What follows belongs to an exercise in optimizing a design on an open flow for small area and a short achievable clock period; a production flow would make more cautious choices. No run shown here included a check of the RTL's function; only the layout flow was run. No run shown here takes its clock network from TritonCTS; it comes from the design's own scripts or RTL. The clock input has no modelled driver; a real chip could not lean on it and would need a root buffer or a full tree. Power and IR drop assume default switching activity.

## flow/design.v (module list and top-level ports; edited modules follow where they fit)
// module mult_unsigned: 1715 lines
// module mult_pg: 4 lines
// module mult_xor2: 3 lines
// module mult_maj3: 3 lines
// module mult_fa: 4 lines
// module mult_ha: 4 lines
module mult_unsigned (
	input clk, rst,
	input [15:0] A,
	input [23:0] B,
	output [39:0] result
);
  // ...
==> flow/flow/run.sh <==
#!/bin/bash
# Layout flow: the standard synthesis unchanged, then the standard ORFS
# steps with plain buffers on the ports and the setup-repair target below.
set -euo pipefail
bash standard.sh synth > synth.log 2>&1
sed -e 's/SETUP_SLACK_MARGIN=[-0-9.]*/SETUP_SLACK_MARGIN=5.5/' standard.sh > layout.sh
export BUFFER_PORTS_ARGS="-buffer_cell sky130_fd_sc_hd__buf_1"
export PRE_CTS_TCL=$(pwd)/flow/manual_cts.tcl MCTS_LEAVES=14 MCTS_ROOTS=4
bash layout.sh finish > layout.log 2>&1
==> flow/flow/manual_cts.tcl <==
# Two-level clock tree built by hand, in place of the flow's clock tree
# synthesis: the clock port drives a few root buffers; each root buffer drives
# the leaf buffers of its region, and each leaf buffer drives one cluster of
# flip-flops (k-means on their positions). Every register gets the same two
# buffer stages; no register's clock is delayed on purpose.
proc mcts_kmeans {pts k} {
  # pts: list of {x y}; returns {assign cx cy counts}
  set n [llength $pts]
  set sorted [lsort -real -index 0 $pts]
  set cx {}; set cy {}
  for {set i 0} {$i < $k} {incr i} {
    set s [lindex $sorted [expr {int(($i + 0.5) * $n / $k)}]]
    lappend cx [lindex $s 0]; lappend cy [lindex $s 1]
  }
  for {set iter 0} {$iter < 40} {incr iter} {
    set sx [lrepeat $k 0.0]; set sy [lrepeat $k 0.0]; set sc [lrepeat $k 0]
    set assign {}
    foreach s $pts {
      set best 0; set bd 1e30
      for {set i 0} {$i < $k} {incr i} {
        set d [expr {abs([lindex $s 0] - [lindex $cx $i]) + abs([lindex $s 1] - [lindex $cy $i])}]
        if {$d < $bd} { set bd $d; set best $i }
      }
      lappend assign $best
      lset sx $best [expr {[lindex $sx $best] + [lindex $s 0]}]
      lset sy $best [expr {[lindex $sy $best] + [lindex $s 1]}]
      lset sc $best [expr {[lindex $sc $best] + 1}]
    }
    for {set i 0} {$i < $k} {incr i} {
      if {[lindex $sc $i] > 0} {
        lset cx $i [expr {[lindex $sx $i] / [lindex $sc $i]}]
        lset cy $i [expr {[lindex $sy $i] / [lindex $sc $i]}]
      }
    }
  }
  return [list $assign $cx $cy $sc]
}

# capacity-limited assignment of points to centres (nearest first), with the
# centres moved to their points' mean, repeated
proc mcts_balance {pts cx cy cap} {
  set n [llength $pts]
  set k [llength $cx]
  for {set iter 0} {$iter < 10} {incr iter} {
    set pairs {}
    for {set l 0} {$l < $n} {incr l} {
      set p [lindex $pts $l]
      for {set r 0} {$r < $k} {incr r} {
        lappend pairs [list [expr {abs([lindex $p 0] - [lindex $cx $r]) + abs([lindex $p 1] - [lindex $cy $r])}] $l $r]
      }
    }
    set assign [lrepeat $n -1]
    set sc [lrepeat $k 0]
    foreach pr [lsort -real -index 0 $pairs] {
      lassign $pr d l r
      if {[lindex $assign $l] >= 0 || [lindex $sc $r] >= $cap} { continue }
      lset assign $l $r
      lset sc $r [expr {[lindex $sc $r] + 1}]
    }
    set sx [lrepeat $k 0.0]; set sy [lrepeat $k 0.0]
    for {set l 0} {$l < $n} {incr l} {
      set r [lindex $assign $l]
      lset sx $r [expr {[lindex $sx $r] + [lindex $pts $l 0]}]
      lset sy $r [expr {[lindex $sy $r] + [lindex $pts $l 1]}]
    }
    for {set r 0} {$r < $k} {incr r} {
      if {[lindex $sc $r] > 0} { lset cx $r [expr {[lindex $sx $r] / [lindex $sc $r]}]; lset cy $r [expr {[lindex $sy $r] / [lindex $sc $r]}] }
    }
  }
  return [list $assign $cx $cy $sc]
}

proc mcts_build {nleaf nroot} {
  set block [ord::get_db_block]
  set db [ord::get_db]
  set clknet [[$block findBTerm clk] getNet]
  set master [$db findMaster sky130_fd_sc_hd__clkbuf_16]
  set lmaster $master
  if {[info exists ::env(MCTS_LEAF_CELL)]} { set lmaster [$db findMaster $::env(MCTS_LEAF_CELL)] }
  set sinks {}; set pts {}
  foreach it [$clknet getITerms] {
    set inst [$it getInst]
    set loc [$inst getLocation]
    set m [$inst getMaster]
    lappend sinks $it
    lappend pts [list [expr {[lindex $loc 0] + [$m getWidth] / 2}] [expr {[lindex $loc 1] + [$m getHeight] / 2}]]
  }
  lassign [mcts_kmeans $pts $nleaf] assign cx cy sc
  lassign [mcts_balance $pts $cx $cy [expr {int(ceil(double([llength $pts]) / $nleaf))}]] assign cx cy sc
  set lpts {}; set lidx {}
  for {set i 0} {$i < $nleaf} {incr i} {
    if {[lindex $sc $i] > 0} { lappend lpts [list [lindex $cx $i] [lindex $cy $i]]; lappend lidx $i }
  }
  lassign [mcts_kmeans $lpts $nroot] rassign rcx rcy rsc
  # balance: every root buffer drives the same number of leaf buffers (+-1)
  set nl [llength $lpts]
  set cap [expr {int(ceil(double($nl) / $nroot))}]
  for {set iter 0} {$iter < 10} {incr iter} {
    set pairs {}
    for {set l 0} {$l < $nl} {incr l} {
      for {set r 0} {$r < $nroot} {incr r} {
        set p [lindex $lpts $l]
        lappend pairs [list [expr {abs([lindex $p 0] - [lindex $rcx $r]) + abs([lindex $p 1] - [lindex $rcy $r])}] $l $r]
      }
    }
    set rassign [lrepeat $nl -1]
    set rsc [lrepeat $nroot 0]
    foreach pr [lsort -real -index 0 $pairs] {
      lassign $pr d l r
      if {[lindex $rassign $l] >= 0 || [lindex $rsc $r] >= $cap} { continue }
      lset rassign $l $r
      lset rsc $r [expr {[lindex $rsc $r] + 1}]
    }
    for {set r 0} {$r < $nroot} {incr r} {
      set sx 0.0; set sy 0.0; set c 0
      for {set l 0} {$l < $nl} {incr l} {
        if {[lindex $rassign $l] == $r} {
          set sx [expr {$sx + [lindex $lpts $l 0]}]; set sy [expr {$sy + [lindex $lpts $l 1]}]; incr c
        }
      }
      if {$c > 0} { lset rcx $r [expr {$sx / $c}]; lset rcy $r [expr {$sy / $c}] }
    }
  }
  set rootnets {}
  for {set r 0} {$r < $nroot} {incr r} {
    if {[lindex $rsc $r] == 0} { lappend rootnets {}; continue }
    set root [odb::dbInst_create $block $master mcts_root_$r]
    $root setLocation [expr {int([lindex $rcx $r])}] [expr {int([lindex $rcy $r])}]
    $root setPlacementStatus PLACED
    [$root findITerm A] connect $clknet
    set rnet [odb::dbNet_create $block mcts_root_net_$r]
    $rnet setSigType CLOCK
    [$root findITerm X] connect $rnet
    lappend rootnets $rnet
  }
  set leafnets [lrepeat $nleaf {}]
  set j 0
  foreach i $lidx {
    set leaf [odb::dbInst_create $block $lmaster mcts_leaf_$i]
    $leaf setLocation [expr {int([lindex $cx $i])}] [expr {int([lindex $cy $i])}]
    $leaf setPlacementStatus PLACED
    [$leaf findITerm A] connect [lindex $rootnets [lindex $rassign $j]]
    set lnet [odb::dbNet_create $block mcts_leaf_net_$i]
    $lnet setSigType CLOCK
    [$leaf findITerm X] connect $lnet
    lset leafnets $i $lnet
    incr j
  }
  set j 0
  foreach it $sinks {
    $it disconnect
    $it connect [lindex $leafnets [lindex $assign $j]]
    incr j
  }
  puts "manual clock tree: [llength $sinks] sinks, [llength $lidx] leaf buffers $sc, $nroot root buffers $rsc"
}

set mcts_leaves 10
set mcts_roots 3
if {[info exists ::env(MCTS_LEAVES)]} { set mcts_leaves $::env(MCTS_LEAVES) }
if {[info exists ::env(MCTS_ROOTS)]} { set mcts_roots $::env(MCTS_ROOTS) }
mcts_build $mcts_leaves $mcts_roots
set_propagated_clock [all_clocks]
# the tree is built: the flow's clock_tree_synthesis call becomes a no-op
rename clock_tree_synthesis mcts_orig_clock_tree_synthesis
proc clock_tree_synthesis {args} { puts "clock_tree_synthesis skipped: manual clock tree" }
==> flow/standard.sh <==
#!/bin/bash
# synth_recipe.tcl (not shown) runs the flow's synth.tcl, then flattens the netlist and writes it again
# the make line also repeats each setting of config.mk as NAME=value (left out here)
make -C /OpenROAD-flow-scripts/flow DESIGN_CONFIG=/design/flow/config.mk WORK_HOME=/design/flow/orfs CLKGATE_MAP_FILE= SYNTH_SCRIPT=/design/flow/synth_recipe.tcl "${@:-finish}"
==> flow/config.mk <==
export PLATFORM = sky130hd
export DESIGN_NAME = mult_unsigned
export DESIGN_NICKNAME = mult_unsigned
export VERILOG_FILES = /design/flow/design.v
export SDC_FILE = /design/flow/constraint.sdc
export NUM_CORES = 4
export LEC_CHECK = 0
export CAP_MARGIN = 20
export CORE_MARGIN = 2
export CORE_UTILIZATION = 40
export SETUP_SLACK_MARGIN = 5
export SLEW_MARGIN = 20
export SYNTH_HIERARCHICAL = 1
export SYNTH_MINIMUM_KEEP_SIZE = 0
==> flow/constraint.sdc <==
create_clock -name core_clock -period 8.0 [get_ports {clk}]
set_input_delay 1.6000 -clock core_clock [delete_from_list [all_inputs] [get_ports {clk}]]
set_output_delay 1.6000 -clock core_clock [all_outputs]
set_load 0.01 [all_outputs]
==> flow_summary.json, run 1 <==
{
  "postCtsResizedCells": 156,
  "status": "timing/DRC/antenna clean",
  "die_y_microns": 202.4,
  "max_stage_delay_ns": 0.48,
  "min_path_type": "flop to flop",
  "sw_frac_of_total": 0.3689,
  "ys_seq_elements": 272,
  "met2_length_mm": 19.65,
  "pre_cts_ws_ns": 4.569,
  "wl_met1_mm": 16.25,
  "comb_power_share": 0.583,
  "wl_mm": 41.52,
  "arrival_ns": 3.10,
  "avgSynthCellArea_sq_um": 10.97,
  "hold_start": "r3lo[1]$_DFF_P_",
  "regArea_sq_um": 5803,
  "netlist_area_sq_um": 15750,
  "hold_buffers": 0,
  "gr-total-overflow": 0,
  "dominant_cells": "multi-input combinational cells",
  "regMostFlops": "r2",
  "pwr_density_cell_nw_per_um2": 362.7,
  "vias_per_cell": 5.407,
  "ant_nets": 0,
  "taps": 518,
  "crit_slowest_cell": "fa_1",
  "worst_slack_ns": 5.112,
  "fill_cells": 3475,
  "highest_layer": "met4",
  "synth_mux_area_frac": 0,
  "hold_ws_ns": 0.3283,
  "cts_setup_buffers": 112,
  "dpl_cell_area_sq_um": 16440,
  "final_cells": 2122,
  "synth_top_family_by_area": "XOR/XNOR gates",
  "yosys.area.top_type": "dfxtp_1",
  "maxSlewHeadroom": 0.6203,
  "hold_viol": 0,
  "hold_depth": 0,
  "drc_errors": 0
}
==> inputs of run 2 (changes only) <==
--- a/flow/design.v
+++ b/flow/design.v
@@ -3,18 +3,18 @@
 	input [15:0] A,
 	input [23:0] B,
 	output [39:0] result
 );
 reg [23:0] rb;
 reg [7:0] r_one, r_two, r_neg;
 reg r_a15;
 reg [78:0] r2;
-reg [20:0] r3lo;
-reg [39:20] r3x, r3y;
+reg [24:0] r3lo;
+reg [39:24] r3x, r3y;
 reg [39:0] r4, r5;
 reg [3:0] v;
 wire [16:0] ax = {A, 1'b0};
 wire [7:0] e_one, e_two, e_neg;
 genvar gi;
 generate for (gi = 0; gi < 8; gi = gi + 1) begin : enc
 	assign e_one[gi] = ax[2*gi+1] ^ ax[2*gi];
 	assign e_two[gi] = (ax[2*gi+2] & ~ax[2*gi+1] & ~ax[2*gi]) | (~ax[2*gi+2] & ax[2*gi+1] & ax[2*gi]);
@@ -748,185 +748,191 @@
 wire p726;
 wire g727;
 wire p728;
 wire g729;
 wire p730;
 wire g731;
 wire p732;
 wire g733;
-wire g734;
-wire p735;
-wire g736;
-wire p737;
-wire g738;
-wire p739;
-wire g740;
-wire p741;
+wire p734;
+wire g735;
+wire p736;
+wire g737;
+wire p738;
+wire g739;
+wire p740;
+wire g741;
 wire g742;
 wire p743;
 wire g744;
 wire p745;
 wire g746;
 wire p747;
 wire g748;
 wire p749;
 wire g750;
 wire p751;
 wire g752;
-wire g753;
+wire p753;
 wire g754;
 wire p755;
 wire g756;
 wire p757;
 wire g758;
 wire p759;
 wire g760;
 wire p761;
 wire g762;
 wire p763;
 wire g764;
-wire p765;
+wire g765;
 wire g766;
 wire p767;
 wire g768;
 wire p769;
 wire g770;
-wire g771;
+wire p771;
 wire g772;
-wire g773;
+wire p773;
 wire g774;
 wire p775;
 wire g776;
 wire p777;
 wire g778;
 wire p779;
 wire g780;
 wire p781;
 wire g782;
 wire p783;
 wire g784;
-wire g785;
+wire p785;
 wire g786;
 wire g787;
 wire g788;
 wire g789;
 wire g790;
-wire g791;
+wire p791;
 wire g792;
-wire g793;
+wire p793;
 wire g794;
-wire g795;
+wire p795;
 wire g796;
-wire g797;
-wire p798;
-wire g799;
-wire p800;
-wire g801;
-wire p802;
-wire g803;
-wire p804;
-wire g805;
-wire p806;
+wire p797;
+wire g798;
+wire p799;
+wire g800;
+wire p801;
+wire g802;
+wire p803;
+wire g804;
+wire p805;
+wire g806;
 wire g807;
-wire p808;
+wire g808;
 wire g809;
-wire p810;
+wire g810;
 wire g811;
-wire p812;
+wire g812;
 wire g813;
-wire p814;
-wire g815;
-wire p816;
+wire g814;
+wire p815;
+wire g816;
 wire g817;
-wire p818;
+wire g818;
 wire g819;
-wire p820;
+wire g820;
 wire g821;
-wire p822;
+wire g822;
 wire g823;
-wire p824;
+wire g824;
 wire g825;
 wire p826;
 wire g827;
 wire p828;
 wire g829;
 wire p830;
 wire g831;
 wire p832;
 wire g833;
 wire p834;
 wire g835;
 wire p836;
 wire g837;
 wire p838;
 wire g839;
-wire g840;
-wire p841;
-wire g842;
-wire p843;
-wire g844;
-wire p845;
-wire g846;
-wire p847;
-wire g848;
-wire p849;
-wire g850;
-wire p851;
-wire g852;
-wire p853;
-wire g854;
-wire p855;
-wire g856;
-wire p857;
-wire g858;
+wire p840;
+wire g841;
+wire p842;
+wire g843;
+wire p844;
+wire g845;
+wire p846;
+wire g847;
+wire p848;
+wire g849;
+wire p850;
+wire g851;
+wire p852;
+wire g853;
+wire p854;
+wire g855;
+wire p856;
+wire g857;
+wire p858;
 wire g859;
 wire g860;
 wire p861;
 wire g862;
 wire p863;
 wire g864;
 wire p865;
 wire g866;
 wire p867;
 wire g868;
 wire p869;
 wire g870;
 wire p871;
 wire g872;
 wire p873;
 wire g874;
-wire p875;
+wire g875;
 wire g876;
-wire g877;
+wire p877;
 wire g878;
-wire g879;
+wire p879;
 wire g880;
 wire p881;
 wire g882;
 wire p883;
 wire g884;
 wire p885;
 wire g886;
 wire p887;
 wire g888;
-wire p889;
+wire g889;
 wire g890;
 wire g891;
 wire g892;
-wire g893;
+wire p893;
 wire g894;
-wire g895;
+wire p895;
 wire g896;
-wire g897;
+wire p897;
 wire g898;
-wire g899;
+wire p899;
 wire g900;
 wire g901;
 wire g902;
+wire g903;
+wire g904;
+wire g905;
+wire g906;
+wire g907;
+wire g908;
 assign pp1 = ((r_one[0] & rb[0])) ^ r_neg[0];
 assign pp2 = ((r_one[0] & rb[1]) | (r_two[0] & rb[0])) ^ r_neg[0];
 assign pp3 = ((r_one[0] & rb[2]) | (r_two[0] & rb[1])) ^ r_neg[0];
 assign pp4 = ((r_one[0] & rb[3]) | (r_two[0] & rb[2])) ^ r_neg[0];
 assign pp5 = ((r_one[0] & rb[4]) | (r_two[0] & rb[3])) ^ r_neg[0];
 assign pp6 = ((r_one[0] & rb[5]) | (r_two[0] & rb[4])) ^ r_neg[0];
 assign pp7 = ((r_one[0] & rb[6]) | (r_two[0] & rb[5])) ^ r_neg[0];
 assign pp8 = ((r_one[0] & rb[7]) | (r_two[0] & rb[6])) ^ r_neg[0];
@@ -1531,181 +1537,187 @@
 mult_pg u367 (.a(r2[23]), .b(r2[24]), .p(p716), .g(g715));
 mult_pg u368 (.a(r2[25]), .b(r2[26]), .p(p718), .g(g717));
 mult_pg u369 (.a(r2[27]), .b(r2[28]), .p(p720), .g(g719));
 mult_pg u370 (.a(r2[29]), .b(r2[30]), .p(p722), .g(g721));
 mult_pg u371 (.a(r2[31]), .b(r2[32]), .p(p724), .g(g723));
 mult_pg u372 (.a(r2[33]), .b(r2[34]), .p(p726), .g(g725));
 mult_pg u373 (.a(r2[35]), .b(r2[36]), .p(p728), .g(g727));
 mult_pg u374 (.a(r2[37]), .b(r2[38]), .p(p730), .g(g729));
-mult_pg u375 (.a(1'b0), .b(1'b0), .p(p732), .g(g731));
-assign g733 = g693 | (p694 & g691);
-assign g734 = g697 | (p698 & g695);
-assign p735 = p698 & p696;
-assign g736 = g701 | (p702 & g699);
-assign p737 = p702 & p700;
-assign g738 = g705 | (p706 & g703);
-assign p739 = p706 & p704;
-assign g740 = g709 | (p710 & g707);
-assign p741 = p710 & p708;
-assign g742 = g713 | (p714 & g711);
-assign p743 = p714 & p712;
-assign g744 = g717 | (p718 & g715);
-assign p745 = p718 & p716;
-assign g746 = g721 | (p722 & g719);
-assign p747 = p722 & p720;
-assign g748 = g725 | (p726 & g723);
-assign p749 = p726 & p724;
-assign g750 = g729 | (p730 & g727);
-assign p751 = p730 & p728;
-assign g752 = g695 | (p696 & g733);
-assign g753 = g734 | (p735 & g733);
-assign g754 = g703 | (p704 & g736);
-assign p755 = p704 & p737;
-assign g756 = g738 | (p739 & g736);
-assign p757 = p739 & p737;
-assign g758 = g711 | (p712 & g740);
-assign p759 = p712 & p741;
-assign g760 = g742 | (p743 & g740);
-assign p761 = p743 & p741;
-assign g762 = g719 | (p720 & g744);
-assign p763 = p720 & p745;
-assign g764 = g746 | (p747 & g744);
-assign p765 = p747 & p745;
-assign g766 = g727 | (p728 & g748);
-assign p767 = p728 & p749;
-assign g768 = g750 | (p751 & g748);
-assign p769 = p751 & p749;
-assign g770 = g699 | (p700 & g753);
-assign g771 = g736 | (p737 & g753);
-assign g772 = g754 | (p755 & g753);
-assign g773 = g756 | (p757 & g753);
-assign g774 = g715 | (p716 & g760);
-assign p775 = p716 & p761;
-assign g776 = g744 | (p745 & g760);
-assign p777 = p745 & p761;
-assign g778 = g762 | (p763 & g760);
-assign p779 = p763 & p761;
-assign g780 = g764 | (p765 & g760);
-assign p781 = p765 & p761;
-assign g782 = g731 | (p732 & g768);
-assign p783 = p732 & p769;
-assign g784 = g707 | (p708 & g773);
-assign g785 = g740 | (p741 & g773);
-assign g786 = g758 | (p759 & g773);
-assign g787 = g760 | (p761 & g773);
-assign g788 = g774 | (p775 & g773);
-assign g789 = g776 | (p777 & g773);
-assign g790 = g778 | (p779 & g773);
-assign g791 = g780 | (p781 & g773);
-assign g792 = g723 | (p724 & g791);
-assign g793 = g748 | (p749 & g791);
-assign g794 = g766 | (p767 & g791);
-assign g795 = g768 | (p769 & g791);
-assign g796 = g782 | (p783 & g791);
-mult_pg u376 (.a(r3lo[20]), .b(r3lo[20]), .p(p798), .g(g797));
-mult_pg u377 (.a(r3x[20]), .b(r3y[20]), .p(p800), .g(g799));
-mult_pg u378 (.a(r3x[21]), .b(r3y[21]), .p(p802), .g(g801));
-mult_pg u379 (.a(r3x[22]), .b(r3y[22]), .p(p804), .g(g803));
-mult_pg u380 (.a(r3x[23]), .b(r3y[23]), .p(p806), .g(g805));
-mult_pg u381 (.a(r3x[24]), .b(r3y[24]), .p(p808), .g(g807));
-mult_pg u382 (.a(r3x[25]), .b(r3y[25]), .p(p810), .g(g809));
-mult_pg u383 (.a(r3x[26]), .b(r3y[26]), .p(p812), .g(g811));
-mult_pg u384 (.a(r3x[27]), .b(r3y[27]), .p(p814), .g(g813));
-mult_pg u385 (.a(r3x[28]), .b(r3y[28]), .p(p816), .g(g815));
-mult_pg u386 (.a(r3x[29]), .b(r3y[29]), .p(p818), .g(g817));
-mult_pg u387 (.a(r3x[30]), .b(r3y[30]), .p(p820), .g(g819));
-mult_pg u388 (.a(r3x[31]), .b(r3y[31]), .p(p822), .g(g821));
-mult_pg u389 (.a(r3x[32]), .b(r3y[32]), .p(p824), .g(g823));
-mult_pg u390 (.a(r3x[33]), .b(r3y[33]), .p(p826), .g(g825));
-mult_pg u391 (.a(r3x[34]), .b(r3y[34]), .p(p828), .g(g827));
-mult_pg u392 (.a(r3x[35]), .b(r3y[35]), .p(p830), .g(g829));
-mult_pg u393 (.a(r3x[36]), .b(r3y[36]), .p(p832), .g(g831));
-mult_pg u394 (.a(r3x[37]), .b(r3y[37]), .p(p834), .g(g833));
-mult_pg u395 (.a(r3x[38]), .b(r3y[38]), .p(p836), .g(g835));
-mult_pg u396 (.a(r3x[39]), .b(r3y[39]), .p(p838), .g(g837));
-assign g839 = g799 | (p800 & g797);
-assign g840 = g803 | (p804 & g801);
-assign p841 = p804 & p802;
-assign g842 = g807 | (p808 & g805);
-assign p843 = p808 & p806;
-assign g844 = g811 | (p812 & g809);
-assign p845 = p812 & p810;
-assign g846 = g815 | (p816 & g813);
-assign p847 = p816 & p814;
-assign g848 = g819 | (p820 & g817);
-assign p849 = p820 & p818;
-assign g850 = g823 | (p824 & g821);
-assign p851 = p824 & p822;
-assign g852 = g827 | (p828 & g825);
-assign p853 = p828 & p826;
-assign g854 = g831 | (p832 & g829);
-assign p855 = p832 & p830;
-assign g856 = g835 | (p836 & g833);
-assign p857 = p836 & p834;
-assign g858 = g801 | (p802 & g839);
-assign g859 = g840 | (p841 & g839);
-assign g860 = g809 | (p810 & g842);
-assign p861 = p810 & p843;
-assign g862 = g844 | (p845 & g842);
-assign p863 = p845 & p843;
-assign g864 = g817 | (p818 & g846);
-assign p865 = p818 & p847;
-assign g866 = g848 | (p849 & g846);
-assign p867 = p849 & p847;
-assign g868 = g825 | (p826 & g850);
-assign p869 = p826 & p851;
-assign g870 = g852 | (p853 & g850);
-assign p871 = p853 & p851;
-assign g872 = g833 | (p834 & g854);
-assign p873 = p834 & p855;
-assign g874 = g856 | (p857 & g854);
-assign p875 = p857 & p855;
-assign g876 = g805 | (p806 & g859);
-assign g877 = g842 | (p843 & g859);
-assign g878 = g860 | (p861 & g859);
-assign g879 = g862 | (p863 & g859);
-assign g880 = g821 | (p822 & g866);
-assign p881 = p822 & p867;
-assign g882 = g850 | (p851 & g866);
-assign p883 = p851 & p867;
-assign g884 = g868 | (p869 & g866);
-assign p885 = p869 & p867;
-assign g886 = g870 | (p871 & g866);
-assign p887 = p871 & p867;
-assign g888 = g837 | (p838 & g874);
-assign p889 = p838 & p875;
-assign g890 = g813 | (p814 & g879);
-assign g891 = g846 | (p847 & g879);
-assign g892 = g864 | (p865 & g879);
-assign g893 = g866 | (p867 & g879);
-assign g894 = g880 | (p881 & g879);
-assign g895 = g882 | (p883 & g879);
-assign g896 = g884 | (p885 & g879);
-assign g897 = g886 | (p887 & g879);
-assign g898 = g829 | (p830 & g897);
-assign g899 = g854 | (p855 & g897);
-assign g900 = g872 | (p873 & g897);
-assign g901 = g874 | (p875 & g897);
-assign g902 = g888 | (p889 & g897);
+mult_pg u375 (.a(r2[39]), .b(r2[40]), .p(p732), .g(g731));
+mult_pg u376 (.a(r2[41]), .b(r2[42]), .p(p734), .g(g733));
+mult_pg u377 (.a(r2[43]), .b(r2[44]), .p(p736), .g(g735));
+mult_pg u378 (.a(r2[45]), .b(r2[46]), .p(p738), .g(g737));
+mult_pg u379 (.a(1'b0), .b(1'b0), .p(p740), .g(g739));
+assign g741 = g693 | (p694 & g691);
+assign g742 = g697 | (p698 & g695);
+assign p743 = p698 & p696;
+assign g744 = g701 | (p702 & g699);
+assign p745 = p702 & p700;
+assign g746 = g705 | (p706 & g703);
+assign p747 = p706 & p704;
+assign g748 = g709 | (p710 & g707);
+assign p749 = p710 & p708;
+assign g750 = g713 | (p714 & g711);
+assign p751 = p714 & p712;
+assign g752 = g717 | (p718 & g715);
+assign p753 = p718 & p716;
+assign g754 = g721 | (p722 & g719);
+assign p755 = p722 & p720;
+assign g756 = g725 | (p726 & g723);
+assign p757 = p726 & p724;
+assign g758 = g729 | (p730 & g727);
+assign p759 = p730 & p728;
+assign g760 = g733 | (p734 & g731);
+assign p761 = p734 & p732;
+assign g762 = g737 | (p738 & g735);
+assign p763 = p738 & p736;
+assign g764 = g695 | (p696 & g741);
+assign g765 = g742 | (p743 & g741);
+assign g766 = g703 | (p704 & g744);
+assign p767 = p704 & p745;
+assign g768 = g746 | (p747 & g744);
+assign p769 = p747 & p745;
+assign g770 = g711 | (p712 & g748);
+assign p771 = p712 & p749;
+assign g772 = g750 | (p751 & g748);
+assign p773 = p751 & p749;
+assign g774 = g719 | (p720 & g752);
+assign p775 = p720 & p753;
+assign g776 = g754 | (p755 & g752);
+assign p777 = p755 & p753;
+assign g778 = g727 | (p728 & g756);
+assign p779 = p728 & p757;
+assign g780 = g758 | (p759 & g756);
+assign p781 = p759 & p757;
+assign g782 = g735 | (p736 & g760);
+assign p783 = p736 & p761;
+assign g784 = g762 | (p763 & g760);
+assign p785 = p763 & p761;
+assign g786 = g699 | (p700 & g765);
+assign g787 = g744 | (p745 & g765);
+assign g788 = g766 | (p767 & g765);
+assign g789 = g768 | (p769 & g765);
+assign g790 = g715 | (p716 & g772);
+assign p791 = p716 & p773;
+assign g792 = g752 | (p753 & g772);
+assign p793 = p753 & p773;
+assign g794 = g774 | (p775 & g772);
+assign p795 = p775 & p773;
+assign g796 = g776 | (p777 & g772);
+assign p797 = p777 & p773;
+assign g798 = g731 | (p732 & g780);
+assign p799 = p732 & p781;
+assign g800 = g760 | (p761 & g780);
+assign p801 = p761 & p781;
+assign g802 = g782 | (p783 & g780);
+assign p803 = p783 & p781;
+assign g804 = g784 | (p785 & g780);
+assign p805 = p785 & p781;
+assign g806 = g707 | (p708 & g789);
+assign g807 = g748 | (p749 & g789);
+assign g808 = g770 | (p771 & g789);
+assign g809 = g772 | (p773 & g789);
+assign g810 = g790 | (p791 & g789);
+assign g811 = g792 | (p793 & g789);
+assign g812 = g794 | (p795 & g789);
+assign g813 = g796 | (p797 & g789);
+assign g814 = g739 | (p740 & g804);
+assign p815 = p740 & p805;
+assign g816 = g723 | (p724 & g813);
+assign g817 = g756 | (p757 & g813);
+assign g818 = g778 | (p779 & g813);
+assign g819 = g780 | (p781 & g813);
+assign g820 = g798 | (p799 & g813);
+assign g821 = g800 | (p801 & g813);
+assign g822 = g802 | (p803 & g813);
+assign g823 = g804 | (p805 & g813);
+assign g824 = g814 | (p815 & g813);
+mult_pg u380 (.a(r3lo[24]), .b(r3lo[24]), .p(p826), .g(g825));
+mult_pg u381 (.a(r3x[24]), .b(r3y[24]), .p(p828), .g(g827));
+mult_pg u382 (.a(r3x[25]), .b(r3y[25]), .p(p830), .g(g829));
+mult_pg u383 (.a(r3x[26]), .b(r3y[26]), .p(p832), .g(g831));
+mult_pg u384 (.a(r3x[27]), .b(r3y[27]), .p(p834), .g(g833));
+mult_pg u385 (.a(r3x[28]), .b(r3y[28]), .p(p836), .g(g835));
+mult_pg u386 (.a(r3x[29]), .b(r3y[29]), .p(p838), .g(g837));
+mult_pg u387 (.a(r3x[30]), .b(r3y[30]), .p(p840), .g(g839));
+mult_pg u388 (.a(r3x[31]), .b(r3y[31]), .p(p842), .g(g841));
+mult_pg u389 (.a(r3x[32]), .b(r3y[32]), .p(p844), .g(g843));
+mult_pg u390 (.a(r3x[33]), .b(r3y[33]), .p(p846), .g(g845));
+mult_pg u391 (.a(r3x[34]), .b(r3y[34]), .p(p848), .g(g847));
+mult_pg u392 (.a(r3x[35]), .b(r3y[35]), .p(p850), .g(g849));
+mult_pg u393 (.a(r3x[36]), .b(r3y[36]), .p(p852), .g(g851));
+mult_pg u394 (.a(r3x[37]), .b(r3y[37]), .p(p854), .g(g853));
+mult_pg u395 (.a(r3x[38]), .b(r3y[38]), .p(p856), .g(g855));
+mult_pg u396 (.a(r3x[39]), .b(r3y[39]), .p(p858), .g(g857));
+assign g859 = g827 | (p828 & g825);
+assign g860 = g831 | (p832 & g829);
+assign p861 = p832 & p830;
+assign g862 = g835 | (p836 & g833);
+assign p863 = p836 & p834;
+assign g864 = g839 | (p840 & g837);
+assign p865 = p840 & p838;
+assign g866 = g843 | (p844 & g841);
+assign p867 = p844 & p842;
+assign g868 = g847 | (p848 & g845);
+assign p869 = p848 & p846;
+assign g870 = g851 | (p852 & g849);
+assign p871 = p852 & p850;
+assign g872 = g855 | (p856 & g853);
+assign p873 = p856 & p854;
+assign g874 = g829 | (p830 & g859);
+assign g875 = g860 | (p861 & g859);
+assign g876 = g837 | (p838 & g862);
+assign p877 = p838 & p863;
+assign g878 = g864 | (p865 & g862);
+assign p879 = p865 & p863;
+assign g880 = g845 | (p846 & g866);
+assign p881 = p846 & p867;
+assign g882 = g868 | (p869 & g866);
+assign p883 = p869 & p867;
+assign g884 = g853 | (p854 & g870);
+assign p885 = p854 & p871;
+assign g886 = g872 | (p873 & g870);
+assign p887 = p873 & p871;
+assign g888 = g833 | (p834 & g875);
+assign g889 = g862 | (p863 & g875);
+assign g890 = g876 | (p877 & g875);
+assign g891 = g878 | (p879 & g875);
+assign g892 = g849 | (p850 & g882);
+assign p893 = p850 & p883;
+assign g894 = g870 | (p871 & g882);
+assign p895 = p871 & p883;
+assign g896 = g884 | (p885 & g882);
+assign p897 = p885 & p883;
+assign g898 = g886 | (p887 & g882);
+assign p899 = p887 & p883;
+assign g900 = g841 | (p842 & g891);
+assign g901 = g866 | (p867 & g891);
+assign g902 = g880 | (p881 & g891);
+assign g903 = g882 | (p883 & g891);
+assign g904 = g892 | (p893 & g891);
+assign g905 = g894 | (p895 & g891);
+assign g906 = g896 | (p897 & g891);
+assign g907 = g898 | (p899 & g891);
+assign g908 = g857 | (p858 & g907);
 wire [39:0] sx = {r2[77], r2[75], r2[73], r2[71], r2[69], r2[67], r2[65], r2[63], r2[61], r2[59], r2[57], r2[55], r2[53], r2[51], r2[49], r2[47], r2[45], r2[43], r2[41], r2[39], r2[37], r2[35], r2[33], r2[31], r2[29], r2[27], r2[25], r2[23], r2[21], r2[19], r2[17], r2[15], r2[13], r2[11], r2[9], r2[7], r2[5], r2[3], r2[2], r2[0]};
 wire [39:0] sy = {r2[78], r2[76], r2[74], r2[72], r2[70], r2[68], r2[66], r2[64], r2[62], r2[60], r2[58], r2[56], r2[54], r2[52], r2[50], r2[48], r2[46], r2[44], r2[42], r2[40], r2[38], r2[36], r2[34], r2[32], r2[30], r2[28], r2[26], r2[24], r2[22], r2[20], r2[18], r2[16], r2[14], r2[12], r2[10], r2[8], r2[6], r2[4], 1'b0, r2[1]};
-wire [20:0] sum_lo = {(p732 ^ g795), (p730 ^ g794), (p728 ^ g793), (p726 ^ g792), (p724 ^ g791), (p722 ^ g790), (p720 ^ g789), (p718 ^ g788), (p716 ^ g787), (p714 ^ g786), (p712 ^ g785), (p710 ^ g784), (p708 ^ g773), (p706 ^ g772), (p704 ^ g771), (p702 ^ g770), (p700 ^ g753), (p698 ^ g752), (p696 ^ g733), (p694 ^ g691), p692};
-wire [39:20] sum_hi = {(p838 ^ g901), (p836 ^ g900), (p834 ^ g899), (p832 ^ g898), (p830 ^ g897), (p828 ^ g896), (p826 ^ g895), (p824 ^ g894), (p822 ^ g893), (p820 ^ g892), (p818 ^ g891), (p816 ^ g890), (p814 ^ g879), (p812 ^ g878), (p810 ^ g877), (p808 ^ g876), (p806 ^ g859), (p804 ^ g858), (p802 ^ g839), (p800 ^ g797)};
+wire [24:0] sum_lo = {(p740 ^ g823), (p738 ^ g822), (p736 ^ g821), (p734 ^ g820), (p732 ^ g819), (p730 ^ g818), (p728 ^ g817), (p726 ^ g816), (p724 ^ g813), (p722 ^ g812), (p720 ^ g811), (p718 ^ g810), (p716 ^ g809), (p714 ^ g808), (p712 ^ g807), (p710 ^ g806), (p708 ^ g789), (p706 ^ g788), (p704 ^ g787), (p702 ^ g786), (p700 ^ g765), (p698 ^ g764), (p696 ^ g741), (p694 ^ g691), p692};
+wire [39:24] sum_hi = {(p858 ^ g907), (p856 ^ g906), (p854 ^ g905), (p852 ^ g904), (p850 ^ g903), (p848 ^ g902), (p846 ^ g901), (p844 ^ g900), (p842 ^ g891), (p840 ^ g890), (p838 ^ g889), (p836 ^ g888), (p834 ^ g875), (p832 ^ g874), (p830 ^ g859), (p828 ^ g825)};
 always @(posedge clk) begin
 	rb <= B;
 	r_one <= e_one;
 	r_two <= e_two;
 	r_neg <= e_neg;
 	r_a15 <= A[15];
 	r2 <= {s689, c688, s687, c686, s685, c684, s683, c682, s681, c680, s679, c677, s676, c674, s673, c671, s670, c668, s667, c665, s664, c662, s661, c659, s658, c656, s655, c653, s652, c650, s649, c647, s646, c644, s643, c641, s640, c638, s637, c635, s634, c632, s631, c629, s628, c626, s625, c623, s622, c620, s619, c617, s616, c614, s613, c612, s611, c609, s608, c606, s605, c603, s602, c601, s600, c599, s598, c597, s596, c595, s594, c593, s592, c591, s590, pp27, pp2, pp1, r_neg[0]};
 	r3lo <= sum_lo;
-	r3x <= sx[39:20];
-	r3y <= sy[39:20];
-	r4 <= {sum_hi, r3lo[19:0]};
+	r3x <= sx[39:24];
+	r3y <= sy[39:24];
+	r4 <= {sum_hi, r3lo[23:0]};
 end
 always @(posedge clk or posedge rst) begin
 	if (rst) begin
 		v <= 4'b0;
 		r5 <= 40'b0;
 	end else begin
 		v <= {v[2:0], 1'b1};
 		r5 <= r4 & {40{v[3]}};
==> flow_summary.json, run 2 <==
{
  "max-vdd-ir-drop_v": 0.0001807,
  "synth_seq_area_share": 0.3552,
  "hold_buffers": 0,
  "io_buffers": 81,
  "yosys.area.top_type": "dfxtp_1",
  "avgSynthCellArea_sq_um": 10.94,
  "gr-total-overflow": 0,
  "dp_hpwl_mm": 23.87,
  "status": "timing/DRC/antenna clean",
  "first_pass_iters": 5,
  "initial_core_util": 0.4059,
  "wire_per_inst_microns": 18.90,
  "arrival_ns": 3.01,
  "ant_nets": 0,
  "final_common_cell": "xnor2_1",
  "hold_viol": 0,
  "cp_data_required_time_ns": 8.19,
  "finalPower_mw": 7.193,
  "rsz0062_at_grt": "true",
  "maxSlewHeadroom": 0.6389,
  "cp_cell_sequence": "buf_12 > buf_16 > a22oi_2 > xnor2_2 > fa_1 > xor2_1 > xor2_1 > buf_4 > buf_4 > maj3_2 > maj3_2",
  "ys_top_cells_by_area": "dfxtp_1 (29%), xnor2_1 (12%), fa_1 (10%), xor2_1 (10%), a22oi_1 (8.8%)",
  "finalCritPeriodShare": 0.3525,
  "rrSetupSlack_ns": 5.18,
  "drive_gt1_frac": 0.3073,
  "num_antenna_cells": 0,
  "synth_edf_count": 0,
  "post-route-min-period_ns": 2.820,
  "grt_antenna_before_repair": 0,
  "ys_seq_elements": 268,
  "dpl_cell_area_sq_um": 16550,
  "synth_top_cell_area_share": 0.2852,
  "core-area_sq_um": 38740,
  "largest_register_ffs": 79,
  "wl_mm": 40.55,
  "fin_setup_tns_ns": 0,
  "worst_slew_pin_slew_ns": 0.5417,
  "setup_viol": 0,
  "worstSetupPathType": "flop to flop",
  "fill_cells": 3493,
  "area_growth_pct": 25.18,
  "grt_pass1_wl_mm": 61.68,
  "num_rows": 72,
  "path_delay_family": "adder cells",
  "p_leak_nw": 7.952,
  "drc_errors": 0,
  "nets": 1818,
  "pwr_density_cell_nw_per_um2": 365.4,
  "top_regs": "r2: 79 flops, r4: 40 flops, r5: 40 flops",
  "synth_ff_type": "dfxtp_1",
  "utilization": 0.5081,
  "dieArea_sq_um": 40910,
  "synth_cell_types": 51,
  "end_kind": "flop",
  "min_path_type": "flop to flop",
  "max_freq_ghz": 0.3546,
  "netlist_area_sq_um": 15720,
  "regMostFlops": "r2",
  "grt_max_degree": 45,
  "max_stage_delay_ns": 0.48,
  "clkTransAtPathRegs_ns": 0.08,
  "die_y_microns": 202.3,
  "crit_slowest_cell": "fa_1",
  "place_congestion": 0.8057,
  "die_width_microns": 202.3,
  "path_buf_inv": 4,
  "yosysMostFrequentCell": "dfxtp_1",
  "vias_per_cell": 5.228,
  "cap_viol_max_count": 0,
  "pin_count": 82,
  "clock_latency_ns": 0.31,
  "groute.usage.overall": 0.1890,
  "synth_warnings": 7,
  "synth_common_cells": "dfxtp_1 (224), xnor2_1 (220), xor2_1 (187), a22oi_1 (184), clkbuf_1 (98)",
  "critPathMaxFanout": 4,
  "grt_pass1_vias": 11070,
  "mostFrequentLayoutCells": "xnor2_1 (188), dfxtp_1 (182), xor2_1 (176)",
  "design_area_sq_um": 19680,
  "vias": 11210,
  "syn_inst": 1437,
  "synthArstFlopShare": 0.1642,
  "cp-start-kind": "flop",
  "drt_iter0_drc": 910,
  "slew_viol_final": 0,
  "skew_ns": 0.03578
}
-- run 2: final cells by class --
type	instances	area (sq um)	area share
Timing Repair Buffer	281	2377	0.1208
Inverter	20	78.83	0.004005
Buffer	18	450.4	0.02288
Multi-Input combinational cell	1040	10400	0.5283
Sequential cell	268	5729	0.2911
Tap cell	518	648.1	0.03293
-- run 2: worst paths after layout --
path / end / cells after the start / start
worst min register to register: r3y[35]$_DFF_P_ / 0 / r2[70]$_DFF_P_
min in group asynchronous: r5[34]$_DFF_PP0_ / 2 / rst
max in group asynchronous: r5[20]$_DFF_PP0_ / 3 / rst
worst min-delay path: r3y[35]$_DFF_P_ / 0 / r2[70]$_DFF_P_
worst max register to register: r2[53]$_DFF_P_ / 11 / r_one[2]$_DFF_P_
worst max-delay path: r2[53]$_DFF_P_ / 11 / r_one[2]$_DFF_P_
-- run 2: what timing repair did --
item | in CTS | in global routing
setup endpoints to repair | 64 | 53
pin swaps | 113 | 162
gates cloned | 3 | 4
buffers inserted | 112 | 68
resized for setup | 151 | 82
-- run 2: power breakdown --
part           leakage, nW  total, mW  internal [mW]  switching [mW]
registers             2.46       2.11           1.92           0.198
clock network        0.222      0.801          0.403           0.399
logic                 5.27       4.28           2.22            2.06
total                 7.95       7.19           4.54            2.65
-- run 2: modules after synthesis, one instance, submodules excluded --
module | cell area [sq um] | times used | cells inside
mult_unsigned | 10910 | 1 | 1041
mult_fa | 20.02 | 82 | 1
mult_ha | 12.51 | 14 | 1
mult_pg | 12.51 | 42 | 1
mult_maj3 | 11.26 | 86 | 1
mult_xor2 | 8.758 | 172 | 1
-- run 2: cell families (layout without fill, tap and decap cells) --
kind of cell	after synthesis	after routing	share of synthesized area
flops	268	268	0.3552
xor+xnor	407	407	0.2267
fa+ha+maj	233	233	0.2177
buf+inv	131	319	0.03127
simple gates	145	145	0.05180
other cells	2	4	0.0004776
compound gates	251	251	0.1168
-- run 2: metal layers --
metal  up-vias  GRT usage  wire length, microns
met5         -          0                     0
met3        97    0.02290                  3021
met4         0    0.06335                  1452
met1      5431     0.2618                 17590
met2       475     0.3060                 18480
li1       5210          -                     -
-- run 2: metrics by stage --
| step | std cells | hold slack [ns] | worst slack (ns) |
|---|---|---|---|
| after CTS | 2072 | 0.3214 | 5.282 |
| final | 2145 | 0.3238 | 5.180 |
| after global placement | 1939 | 0.3102 | 4.535 |
| after detailed placement | 1939 | 0.3121 | 4.463 |
| after floorplan | 1439 | 0.3096 | 5.377 |
| after global routing | 2145 | 0.3352 | 5.062 |

port drivers added, routing unchanged:
Ports are ideal in the flow. The routed layouts listed here were re-timed in OpenROAD.
Step 1 sets driving cells, clkbuf_16 on the clock port and buf_2 on the other inputs (assumed; they add their load-dependent delay and slew).
Step 2, shift: input delay + t, output delay - t, t = (earliest + latest rising clock arrival at the registers) / 2. This alone moves slack from input paths to output paths.
Three values: ideal ports, drivers, drivers and shift; two values: the first two.
| run | t (ns) | setup WS [ns] | clock arrival spread, ns | pins driven straight from the clock port |
|---|---|---|---|---|
| run 1 | 0.423 | 5.112 / 5.112 / 5.112 | 0.045 / 0.046 | 4 |
| run 2 | 0.410 | 5.180 / 5.180 / 5.180 | 0.036 / 0.035 | 4 |
After both steps every run listed still meets setup and hold.
